From an optimization exercise on the open Yosys and OpenROAD flow, aimed at small area; shortcuts taken in it are not production practice. In this exercise RTL edits were held to simulation tests only and were not proved equivalent to the original. Power and IR drop assume default switching activity.

== 11-16 ==
// NeuronArchitecture
module NeuronArchitecture(
  input         clock,
  input         reset,
  input         io_neuron_architecture_in_controller_reset,
  input         io_neuron_architecture_in_interconnect_new_datapoint_ready,
  input         io_neuron_architecture_in_interconnect_load_ready,
  input  [17:0] io_neuron_architecture_in_interconnect_memory_output,
  output [17:0] io_neuron_architecture_out_interconnect_loading_layer,
  output [17:0] io_neuron_architecture_out_interconnect_loading_activation,
  output        io_neuron_architecture_out_interconnect_load_request,
  output [17:0] io_neuron_architecture_out_interconnect_load_read_address,
  output        io_neuron_architecture_out_load_new_data_request,
  output        io_neuron_architecture_out_result_valid,
  output [17:0] io_neuron_architecture_out_result_address,
  output [17:0] io_neuron_architecture_out_result_data
);
  wire  control_unit_clock;  
  wire  control_unit_reset;  
  wire  control_unit_io_controlUnit_in_controller_reset;  
  wire  control_unit_io_controlUnit_in_interconnect_new_datapoint_ready;  
  wire  control_unit_io_controlUnit_in_interconnect_load_ready;  
  wire [17:0] control_unit_io_controlUnit_in_interconnect_memory_output;  
  wire [17:0] control_unit_io_controlUnit_in_PE_outputs_0;  
  wire [17:0] control_unit_io_controlUnit_in_PE_outputs_1;  
  wire [17:0] control_unit_io_controlUnit_in_PE_outputs_2;  
  wire [17:0] control_unit_io_controlUnit_in_PE_outputs_3;  
  wire [1:0] control_unit_io_controlUnit_out_write_memoryUnits_0;  
  wire [1:0] control_unit_io_controlUnit_out_write_memoryUnits_1;  
  wire [1:0] control_unit_io_controlUnit_out_write_memoryUnits_2;  
  wire [1:0] control_unit_io_controlUnit_out_write_memoryUnits_3;  
  ...
Size in the first run: about 11000 cells after synthesis, about 150000 um2 of cells after synthesis.
make LEC_CHECK=0 CAP_MARGIN=20 CORE_MARGIN=2 CORE_UTILIZATION=40 CTS_CLUSTER_DIAMETER=100 CTS_CLUSTER_SIZE=24 SLEW_MARGIN=20 SYNTH_MEMORY_MAX_BITS=16384 finish   # period 12.0 ns
run.sh (not shown) runs the stock make flow with config.mk's settings and CLKGATE_MAP_FILE= SYNTH_SCRIPT=/design/flow/synth_recipe.tcl, a recipe that flattens the netlist after the stock synthesis.
11-16 | status: complete | timing, DRC, antenna: pass
Input changes introduced in 02-28 (baseline for comparison: 11-16):
diff --git a/flow/design.v b/flow/design.v
--- a/flow/design.v
+++ b/flow/design.v
@@ -47,31 +47,31 @@
   reg  address_generator_address_valid;  
   reg  address_generator_enable_valid;  
   reg  address_generator_reset;  
   reg [1:0] write_memoryUnits_0;  
   reg [1:0] write_memoryUnits_1;  
   reg [1:0] write_memoryUnits_2;  
   reg [1:0] write_memoryUnits_3;  
-  reg [4:0] loading_activations_0;  
-  reg [4:0] loading_activations_1;  
-  reg [4:0] loading_activations_2;  
-  reg [4:0] loading_activations_3;  
+  reg [3:0] loading_activations_0;  
+  reg [3:0] loading_activations_1;  
+  reg [3:0] loading_activations_2;  
+  reg [3:0] loading_activations_3;  
   reg  weight_buffer_load_request;  
   reg [3:0] curr_state;  
-  reg [4:0] current_layer;  
-  reg [4:0] iteration_layer;  
-  reg [4:0] loading_layer;  
-  reg [4:0] max_layer;  
-  reg [4:0] current_layer_total_activations;  
-  reg [4:0] current_layer_current_activation;  
-  reg [4:0] current_layer_next_activation;  
-  reg [4:0] current_buffer_memory_pointer;  
-  reg [4:0] current_loading_activation;  
-  reg [4:0] next_loading_activation;  
-  reg [4:0] loading_layer_total_activations;  
+  reg [3:0] current_layer;  
+  reg [3:0] iteration_layer;  
+  reg [3:0] loading_layer;  
+  wire [3:0] max_layer = 4'd10;
+  reg [3:0] current_layer_total_activations;  
+  reg [3:0] current_layer_current_activation;  
+  reg [3:0] current_layer_next_activation;  
+  reg [3:0] current_buffer_memory_pointer;  
+  reg [3:0] current_loading_activation;  
+  reg [3:0] next_loading_activation;  
+  reg [3:0] loading_layer_total_activations;  
   reg [4:0] current_layer_max_computations;  
   reg [1:0] current_read_memory_usage;  
   reg [1:0] previous_read_memory_usage;  
   reg  load_initial_weights;  
   reg  load_weight_buffer_signal;  
   wire  _T_4 = current_layer == max_layer;  
   wire  _T_5 = current_layer_current_activation > current_layer_total_activations;  
@@ -667,21 +667,14 @@
       if (!(4'h1 == curr_state)) begin  
         if (!(4'h2 == curr_state)) begin  
           loading_layer <= _GEN_308;
         end
       end
     end
     if (reset) begin  
-      max_layer <= 18'h0;  
-    end else if (!(4'h0 == curr_state)) begin  
-      if (4'h1 == curr_state) begin  
-        max_layer <= io_controller_in_nn_description_table_input;  
-      end
-    end
-    if (reset) begin  
       current_layer_total_activations <= 18'h0;  
     end else if (!(4'h0 == curr_state)) begin  
       if (!(4'h1 == curr_state)) begin  
         if (!(4'h2 == curr_state)) begin  
           current_layer_total_activations <= _GEN_307;
         end
       end
@@ -856,15 +849,15 @@
   assign weight_loading = current_state == 2'h2;
   assign io_load_pe_memory_out_write_memoryUnits_0 = weight_loading & previous_pe == 2'h0 ? write_memoryUnits_l_0 : 2'h0;  
   assign io_load_pe_memory_out_write_memoryUnits_1 = weight_loading & previous_pe == 2'h1 ? write_memoryUnits_l_1 : 2'h0;  
   assign io_load_pe_memory_out_write_memoryUnits_2 = weight_loading & previous_pe == 2'h2 ? write_memoryUnits_l_2 : 2'h0;  
   assign io_load_pe_memory_out_write_memoryUnits_3 = weight_loading & previous_pe == 2'h3 ? write_memoryUnits_l_3 : 2'h0;  
   reg  load_initial_weights_complete;  
   reg  load_buffer_weight_memory_complete;  
-  reg [4:0] loading_layer;  
+  reg [3:0] loading_layer;  
   wire [17:0] _GEN_1 = io_load_pe_memory_in_load_initial_weights | io_load_pe_memory_in_weight_buffer_load_request ?
     io_load_pe_memory_in_loading_length : loading_length;  
   wire [17:0] _next_pe_T_1 = current_pe + 18'h1;  
   wire [1:0] _GEN_4 = 2'h1 == current_pe[1:0] ? write_memoryUnits_l_1 :
     write_memoryUnits_l_0;  
   wire [1:0] _GEN_5 = 2'h2 == current_pe[1:0] ? write_memoryUnits_l_2 : _GEN_4;  
   wire [1:0] _GEN_6 = 2'h3 == current_pe[1:0] ? write_memoryUnits_l_3 : _GEN_5;  
@@ -1092,16 +1085,16 @@
   output [17:0] io_save_pe_output_out_buffer_memory_write_address,
   output [17:0] io_save_pe_output_out_buffer_memory_write_data,
   output [1:0]  io_save_stage
 );
   reg [2:0] current_save_stage;  
   reg [1:0] curr_state;  
   reg  save_data_complete;  
-  reg [4:0] buffer_memory_pointer;  
-  reg [1:0] max_iter;  
+  reg [3:0] buffer_memory_pointer;  
+  wire [1:0] max_iter = 2'd3;
   wire [17:0] _max_iter_T_1 = 18'h4 - 18'h1;  
   wire [17:0] _current_save_stage_T_1 = current_save_stage + 18'h1;  
   wire [17:0] _io_save_pe_output_out_buffer_memory_write_address_T_1 = buffer_memory_pointer + current_save_stage;  
   wire [17:0] _GEN_5 = io_save_pe_output_in_PE_outputs_0;
   assign io_save_stage = current_save_stage[1:0];
   wire  _GEN_6 = current_save_stage == max_iter | save_data_complete;  
   wire [1:0] _GEN_8 = ~io_save_pe_output_in_save_data_request ? 2'h0 : curr_state;  
@@ -1144,19 +1137,14 @@
     if (reset) begin  
       buffer_memory_pointer <= 18'h0;  
     end else if (2'h0 == curr_state) begin  
       if (io_save_pe_output_in_save_data_request) begin  
         buffer_memory_pointer <= io_save_pe_output_in_current_buffer_memory_pointer;  
       end
     end
-    if (reset) begin  
-      max_iter <= 18'h0;  
-    end else if (2'h0 == curr_state) begin  
-      max_iter <= _max_iter_T_1;  
-    end
   end
 endmodule
 module AddressGenerator(
   input         clock,
   input         reset,
   input  [1:0]  io_address_generator_in_memoryUnits_0,
   input  [1:0]  io_address_generator_in_memoryUnits_1,
Notes after the runs:
As far as setup TNS after final layout goes, 11-16 and 02-28 are indistinguishable; the numbers are identical. Pin count of the biggest net entering global routing for 02-28: about 5% up relative to 11-16. Compared to 11-16, 02-28 has buffering overhead 0.45 points lower. Taking 11-16 as the reference, in 02-28 post-synthesis sequential area ratio grew by 0.62 points, met3 wire length shrank by 2.1%, register bit count reported by yosys shrank by about 0.6%. 11-16 reached the end of the flow, and the finished layout is clean on the timing, design-rule and antenna checks. 02-28 ran to completion and came out clean on the timing, design-rule and antenna checks. Delta(post-synthesis adder-cell area fraction, 02-28 - 11-16) < 0. Lower power density relative to cell area goes to 02-28 over 11-16.

[static timing again, ports no longer ideal]
Ports are ideal in the flow. The routed layouts listed here were re-timed in OpenROAD.
Step 1, drivers: a clkbuf_16 drives clock and a buf_2 each remaining input, both assumed.
Step 2 times the ports against the registers' clock, not the clock port: input delays grow and output delays shrink by t, the midpoint of the rising clock arrivals with the driver on.
Three values: ideal ports, drivers, drivers and shift; two values: the first two.
run	shift t [ns]	slack for setup (ns)	latest minus earliest clock arrival (ns)
11-16	1.008	1.644 / 1.644 / 1.644	0.107 / 0.107
02-28	1.003	1.540 / 1.540 / 1.540	0.126 / 0.126
After both steps setup and hold are still met in every run listed.
